Context: an optimization exercise on an open-source flow, tuned for small area, a short achievable clock period and few clock cycles. The choices shown serve that exercise and are no tape-out recipe. The RTL was checked by simulation tests, not by an equivalence proof against the original design. Power is estimated from default activity; no workload was simulated.

==> inputs of trial 82 <==
==> flow/design.v (excerpt) <==
module core_riscv (
    input  logic        clk,
    input  logic        rst_i,
    input  logic [31:0] imem_data_i,
    output logic [31:0] imem_addr_o,
    output logic        imem_rd_en_o,
    input  logic [31:0] dmem_data_i,
    output logic [31:0] dmem_data_o,
    output logic [31:0] dmem_addr_o,
    output logic        dmem_rd_en_o,
    output logic        dmem_wr_en_o,
    output logic [1:0]  dmem_size_o,
    output logic        dmem_sign_o
);
clock: 10.0 ns
lec_check: 0
cap_margin: 20
core_margin: 2
core_utilization: 40
cts_buf_list: sky130_fd_sc_hd__clkbuf_16
cts_cluster_diameter: 80
cts_cluster_size: 24
place_density: 0.6
slew_margin: 20
setup_slack_margin: 6.4
standard.sh (not shown) runs the stock make flow with config.mk's settings and CLKGATE_MAP_FILE= SYNTH_SCRIPT=/design/flow/synth_recipe.tcl, a recipe that flattens the netlist after the stock synthesis.
==> flow/flow/run.sh <==
#!/bin/bash
set -euo pipefail
echo 'export SETUP_SLACK_MARGIN = 6.4' >> config.mk
bash standard.sh > standard.log 2>&1
==> trial 72 (differences from trial 82) <==
--- a/flow/design.v
+++ b/flow/design.v
@@ -10,15 +10,14 @@
     output logic        dmem_rd_en_o,
     output logic        dmem_wr_en_o,
     output logic [1:0]  dmem_size_o,
     output logic        dmem_sign_o
 );
     logic [9:0]  pc_f;       
     logic [9:0]  pc_i;       
-    logic        pc_f1, pc_i1;   
     logic        i_valid;
     logic        stall_r;    
     logic [31:0] ir;
     logic [31:0] pc_r;       
     logic [31:0] npc;        
     logic        use_npc;
     logic [31:0] et_r;       
@@ -88,19 +87,17 @@
                      && (imem_data_i[11:7] != 5'd0);
     assign q_pred  = q_br & imem_data_i[31];
     logic q_jal4, q_redi;
     assign q_jal4 = q_jal & (imem_data_i[31:12] == 20'h00400);
     assign q_redi = (q_jal & ~q_jal4) | q_pred;
     logic [9:0] q_tgt_j, q_tgt_b, q_tgt;
     pfx_add #(.W(10)) u_qj (.a(pc_i), .b({imem_data_i[20], imem_data_i[30:22]}),
-                            .ci(pc_i1 & imem_data_i[21]), .s(q_tgt_j), .co());
+                            .ci(1'b0), .s(q_tgt_j), .co());
     pfx_add #(.W(10)) u_qb (.a(pc_i), .b({imem_data_i[7], imem_data_i[30:25], imem_data_i[11:9]}),
-                            .ci(pc_i1 & imem_data_i[8]), .s(q_tgt_b), .co());
-    logic q_tgt1;
-    assign q_tgt1 = pc_i1 ^ (q_jal ? imem_data_i[21] : imem_data_i[8]);
+                            .ci(1'b0), .s(q_tgt_b), .co());
     assign q_tgt = q_jal ? q_tgt_j : q_tgt_b;
     logic i_redir;
     assign i_redir = i_valid & ~stall_r & q_redi;
     logic [2:0] f3;
     assign f3 = ir[14:12];
     logic r_ldw;
     assign r_ldw = r_valid & is_ld & r_wr;
@@ -122,51 +119,41 @@
     logic hm1, hm2, hw1, hw2, lw1, lw2;
     assign hm1 = m_wr && (m_rd == rs1);
     assign hm2 = m_wr && (m_rd == rs2);
     assign hw1 = w_wr && (w_rd == rs1);
     assign hw2 = w_wr && (w_rd == rs2);
     assign lw1 = hw1 & w_ld & ~hm1;    
     assign lw2 = hw2 & w_ld & ~hm2;
+    logic [31:0] v1, v2;    
+    assign v1 = hm1 ? m_res : (hw1 ? w_res : rf1);
+    assign v2 = hm2 ? m_res : (hw2 ? w_res : rf2);
     logic fe1, fe2, fes;
     assign fe1 = use1  & e_wr & (e_rd == rs1);
     assign fe2 = use2  & e_wr & (e_rd == rs2);
     assign fes = is_st & e_wr & (e_rd == rs2);
-    logic s1_e, s1_ld, s1_pc, s1_m, s1_w, s1_rf;
-    assign s1_e  = fe1;
-    assign s1_ld = ~fe1 & use1 & lw1;
-    assign s1_pc = ~fe1 & ~(use1 & lw1) & ~is_lui & is_auipc;
-    assign s1_m  = ~fe1 & ~(use1 & lw1) & ~is_lui & ~is_auipc & hm1;
-    assign s1_w  = ~fe1 & ~(use1 & lw1) & ~is_lui & ~is_auipc & ~hm1 & hw1;
-    assign s1_rf = ~fe1 & ~(use1 & lw1) & ~is_lui & ~is_auipc & ~hm1 & ~hw1;
-    logic [31:0] imm2;
-    assign imm2 = is_st ? imm_s : ((is_lui | is_auipc) ? imm_u : imm_i);
-    logic s2_e, s2_ld, s2_m, s2_w, s2_rf, s2_im;
-    assign s2_e  = fe2;
-    assign s2_ld = ~fe2 & use2 & lw2;
-    assign s2_m  = ~fe2 & use2 & ~lw2 & hm2;
-    assign s2_w  = ~fe2 & use2 & ~lw2 & ~hm2 & hw2;
-    assign s2_rf = ~fe2 & use2 & ~lw2 & ~hm2 & ~hw2;
-    assign s2_im = ~fe2 & ~use2;
-    logic sx_e, sx_ld, sx_m, sx_w, sx_rf, sx_t, sx_p;
-    assign sx_e  = fes;
-    assign sx_ld = ~fes & is_st & lw2;
-    assign sx_m  = ~fes & is_st & ~lw2 & hm2;
-    assign sx_w  = ~fes & is_st & ~lw2 & ~hm2 & hw2;
-    assign sx_rf = ~fes & is_st & ~lw2 & ~hm2 & ~hw2;
-    assign sx_t  = ~fes & ~is_st & is_br & ~r_pred;
-    assign sx_p  = ~fes & ~is_st & ~(is_br & ~r_pred);
     logic [31:0] res;
-    logic [31:0] op1_n, op2_n, x_n;
-    assign op1_n = ({32{s1_e}}  & res)  | ({32{s1_ld}} & dmem_data_i) | ({32{s1_pc}} & pc_r)
-                 | ({32{s1_m}}  & m_res) | ({32{s1_w}}  & w_res)       | ({32{s1_rf}} & rf1);
-    assign op2_n = ({32{s2_e}}  & res)  | ({32{s2_ld}} & dmem_data_i) | ({32{s2_m}}  & m_res)
-                 | ({32{s2_w}}  & w_res) | ({32{s2_rf}} & rf2)         | ({32{s2_im}} & imm2);
-    assign x_n   = ({32{sx_e}}  & res)  | ({32{sx_ld}} & dmem_data_i) | ({32{sx_m}}  & m_res)
-                 | ({32{sx_w}}  & w_res) | ({32{sx_rf}} & rf2)         | ({32{sx_t}}  & r_tgt)
-                 | ({32{sx_p}}  & r_pc4);
+    logic [31:0] op1_p, op2_p, x_p, op1_n, op2_n, x_n;
+    assign op1_n = fe1 ? res : op1_p;
+    assign op2_n = fe2 ? res : op2_p;
+    assign x_n   = fes ? res : x_p;
+    always_comb begin
+        if (use1 & lw1)      op1_p = dmem_data_i;
+        else if (is_lui)     op1_p = '0;
+        else if (is_auipc)   op1_p = pc_r;
+        else                 op1_p = v1;
+        if (use2 & lw2)      op2_p = dmem_data_i;
+        else if (use2)       op2_p = v2;
+        else if (is_st)      op2_p = imm_s;
+        else if (is_lui | is_auipc) op2_p = imm_u;
+        else                 op2_p = imm_i;
+        if (is_st & lw2)     x_p = dmem_data_i;
+        else if (is_st)      x_p = v2;
+        else if (is_br & ~r_pred) x_p = r_tgt;
+        else                 x_p = r_pc4;
+    end
     logic a_sub, a_add, a_slt, a_sltu, a_xor, a_or, a_and, a_sh, a_shl, a_sra;
     logic alu_rr;    
     assign alu_rr = is_op | is_opi;
     always_comb begin
         a_add  = is_lui | is_auipc | is_ld | is_st | (alu_rr & f3 == 3'b000);
         a_sub  = (is_op & f3 == 3'b000 & ir[30]) | (alu_rr & f3[2:1] == 2'b01) | is_br;
         a_slt  = alu_rr & f3 == 3'b010;
@@ -230,21 +217,15 @@
     assign r_in = i_valid & ~stall_r;    
     always_ff @(posedge clk) begin
         if (rst_i)            pc_f <= '0;
         else if (redir_e)     pc_f <= e_tgt[11:2];
         else if (stall_r)     pc_f <= pc_f;
         else if (i_redir)     pc_f <= q_tgt;
         else                  pc_f <= pc_f + 10'd1;
-        if (rst_i)            pc_f1 <= 1'b0;
-        else if (redir_e)     pc_f1 <= e_tgt[1];
-        else if (i_redir)     pc_f1 <= q_tgt1;
-        if (!stall_r) begin
-            pc_i  <= pc_f;
-            pc_i1 <= pc_f1;
-        end
+        if (!stall_r) pc_i <= pc_f;
         if (rst_i || redir_e || i_redir) i_valid <= 1'b0;
         else if (!stall_r)               i_valid <= 1'b1;
         if (rst_i || redir_e)            stall_r <= 1'b0;
         else if (stall_r)                stall_r <= r_valid & h_hit_e;
         else                             stall_r <= i_valid & (q_hit_r | q_hit_e);
         if (!stall_r) begin
             ir       <= imem_data_i;
==> flow/run.sh (new file) <==
#!/bin/bash
# synth_recipe.tcl (not shown) runs the flow's synth.tcl, then flattens the netlist and writes it again
# the make line also repeats each setting of config.mk as NAME=value (left out here)
make -C /OpenROAD-flow-scripts/flow DESIGN_CONFIG=/design/flow/config.mk WORK_HOME=/design/flow/orfs CLKGATE_MAP_FILE= SYNTH_SCRIPT=/design/flow/synth_recipe.tcl finish
Settings changed: CORE_UTILIZATION 40 to 60, PLACE_DENSITY 0.6 to 0.75, SETUP_SLACK_MARGIN 6.4 to 5.
removed: flow/flow/run.sh
removed: flow/standard.sh
==> trial 45 (differences from trial 82) <==
--- a/flow/design.v
+++ b/flow/design.v
@@ -122,51 +122,41 @@
     logic hm1, hm2, hw1, hw2, lw1, lw2;
     assign hm1 = m_wr && (m_rd == rs1);
     assign hm2 = m_wr && (m_rd == rs2);
     assign hw1 = w_wr && (w_rd == rs1);
     assign hw2 = w_wr && (w_rd == rs2);
     assign lw1 = hw1 & w_ld & ~hm1;    
     assign lw2 = hw2 & w_ld & ~hm2;
+    logic [31:0] v1, v2;    
+    assign v1 = hm1 ? m_res : (hw1 ? w_res : rf1);
+    assign v2 = hm2 ? m_res : (hw2 ? w_res : rf2);
     logic fe1, fe2, fes;
     assign fe1 = use1  & e_wr & (e_rd == rs1);
     assign fe2 = use2  & e_wr & (e_rd == rs2);
     assign fes = is_st & e_wr & (e_rd == rs2);
-    logic s1_e, s1_ld, s1_pc, s1_m, s1_w, s1_rf;
-    assign s1_e  = fe1;
-    assign s1_ld = ~fe1 & use1 & lw1;
-    assign s1_pc = ~fe1 & ~(use1 & lw1) & ~is_lui & is_auipc;
-    assign s1_m  = ~fe1 & ~(use1 & lw1) & ~is_lui & ~is_auipc & hm1;
-    assign s1_w  = ~fe1 & ~(use1 & lw1) & ~is_lui & ~is_auipc & ~hm1 & hw1;
-    assign s1_rf = ~fe1 & ~(use1 & lw1) & ~is_lui & ~is_auipc & ~hm1 & ~hw1;
-    logic [31:0] imm2;
-    assign imm2 = is_st ? imm_s : ((is_lui | is_auipc) ? imm_u : imm_i);
-    logic s2_e, s2_ld, s2_m, s2_w, s2_rf, s2_im;
-    assign s2_e  = fe2;
-    assign s2_ld = ~fe2 & use2 & lw2;
-    assign s2_m  = ~fe2 & use2 & ~lw2 & hm2;
-    assign s2_w  = ~fe2 & use2 & ~lw2 & ~hm2 & hw2;
-    assign s2_rf = ~fe2 & use2 & ~lw2 & ~hm2 & ~hw2;
-    assign s2_im = ~fe2 & ~use2;
-    logic sx_e, sx_ld, sx_m, sx_w, sx_rf, sx_t, sx_p;
-    assign sx_e  = fes;
-    assign sx_ld = ~fes & is_st & lw2;
-    assign sx_m  = ~fes & is_st & ~lw2 & hm2;
-    assign sx_w  = ~fes & is_st & ~lw2 & ~hm2 & hw2;
-    assign sx_rf = ~fes & is_st & ~lw2 & ~hm2 & ~hw2;
-    assign sx_t  = ~fes & ~is_st & is_br & ~r_pred;
-    assign sx_p  = ~fes & ~is_st & ~(is_br & ~r_pred);
     logic [31:0] res;
-    logic [31:0] op1_n, op2_n, x_n;
-    assign op1_n = ({32{s1_e}}  & res)  | ({32{s1_ld}} & dmem_data_i) | ({32{s1_pc}} & pc_r)
-                 | ({32{s1_m}}  & m_res) | ({32{s1_w}}  & w_res)       | ({32{s1_rf}} & rf1);
-    assign op2_n = ({32{s2_e}}  & res)  | ({32{s2_ld}} & dmem_data_i) | ({32{s2_m}}  & m_res)
-                 | ({32{s2_w}}  & w_res) | ({32{s2_rf}} & rf2)         | ({32{s2_im}} & imm2);
-    assign x_n   = ({32{sx_e}}  & res)  | ({32{sx_ld}} & dmem_data_i) | ({32{sx_m}}  & m_res)
-                 | ({32{sx_w}}  & w_res) | ({32{sx_rf}} & rf2)         | ({32{sx_t}}  & r_tgt)
-                 | ({32{sx_p}}  & r_pc4);
+    logic [31:0] op1_p, op2_p, x_p, op1_n, op2_n, x_n;
+    assign op1_n = fe1 ? res : op1_p;
+    assign op2_n = fe2 ? res : op2_p;
+    assign x_n   = fes ? res : x_p;
+    always_comb begin
+        if (use1 & lw1)      op1_p = dmem_data_i;
+        else if (is_lui)     op1_p = '0;
+        else if (is_auipc)   op1_p = pc_r;
+        else                 op1_p = v1;
+        if (use2 & lw2)      op2_p = dmem_data_i;
+        else if (use2)       op2_p = v2;
+        else if (is_st)      op2_p = imm_s;
+        else if (is_lui | is_auipc) op2_p = imm_u;
+        else                 op2_p = imm_i;
+        if (is_st & lw2)     x_p = dmem_data_i;
+        else if (is_st)      x_p = v2;
+        else if (is_br & ~r_pred) x_p = r_tgt;
+        else                 x_p = r_pc4;
+    end
     logic a_sub, a_add, a_slt, a_sltu, a_xor, a_or, a_and, a_sh, a_shl, a_sra;
     logic alu_rr;    
     assign alu_rr = is_op | is_opi;
     always_comb begin
         a_add  = is_lui | is_auipc | is_ld | is_st | (alu_rr & f3 == 3'b000);
         a_sub  = (is_op & f3 == 3'b000 & ir[30]) | (alu_rr & f3[2:1] == 2'b01) | is_br;
         a_slt  = alu_rr & f3 == 3'b010;
==> flow/flow/run.sh (replaced) <==
#!/bin/bash
set -euo pipefail
echo 'export SETUP_SLACK_MARGIN = 6.8' >> config.mk
bash standard.sh > standard.log 2>&1
Settings changed: SETUP_SLACK_MARGIN 6.4 to 6.8.
==> qor summary <==
	trial 82	trial 72	trial 45
Outcome	finished clean	finished clean	finished clean
Length of routed met2 wiring	130 mm	120 mm	143 mm
Initial antenna violation count	17	19	41
Worst Hold Slack	401 ps	399 ps	365 ps
Sequential logic power	0.00670 W	0.00672 W	0.00673 W
Reg-to-reg slack, setup	6160 ps	4800 ps	6240 ps
Full die area	168000 µm²	115000 µm²	173000 µm²
Initial standard-cell utilization of the core	40.4%	60.6%	40.1%
Fraction of synthesized cell area in xor and xnor cells	2.31%	2.20%	2.15%
Met3 global-route usage	16.1%	25.7%	18.0%
Area occupied by multi-input gates	27400 µm²	26500 µm²	30800 µm²
Area of the core	163000 µm²	111000 µm²	169000 µm²
Mean cell area of the mapped netlist	12.2 µm²	11.9 µm²	11.7 µm²
Testbench counts of trial 82, summed over its fixed seeds: cycles 59,197.
Testbench counts of trial 72, summed over its fixed seeds: cycles 59,197.
Testbench counts of trial 45, summed over its fixed seeds: cycles 59,197.

## separate check: timing with driven ports
How much do the figures lean on ideal ports? The routed layouts below were timed once more, with nothing changed but the port constraints.
Step 1 sets driving cells, clkbuf_16 on the clock port and buf_2 on the other inputs (assumed; they add their load-dependent delay and slew).
Step 2 adds t to the input delays and takes it off the output delays; t is the mean of the earliest and latest rising clock arrival at the registers after step 1. Input paths then give back, and output paths get back, about the clock's delay inside the block.
Three values: no drivers, after step 1, after step 2; two values: the first two.
run | t, ns | slack for setup (ns) | worst setup path at the end | clock arrival spread, ns | cell pins on the clock port's net
trial 82 | 0.865 | 6.157 / 6.157 / 5.464 | input to register | 0.070 / 0.071 | 1
trial 72 | 0.810 | 4.798 / 4.798 / 4.653 | input to register | 0.053 / 0.053 | 1
trial 45 | 0.854 | 6.235 / 6.235 / 5.517 | input to register | 0.084 / 0.084 | 1
After both steps every run listed still meets setup and hold. The setup slack of trial 45, which loses most, moves by 0.000 ns with the drivers and by -0.718 ns with both steps.
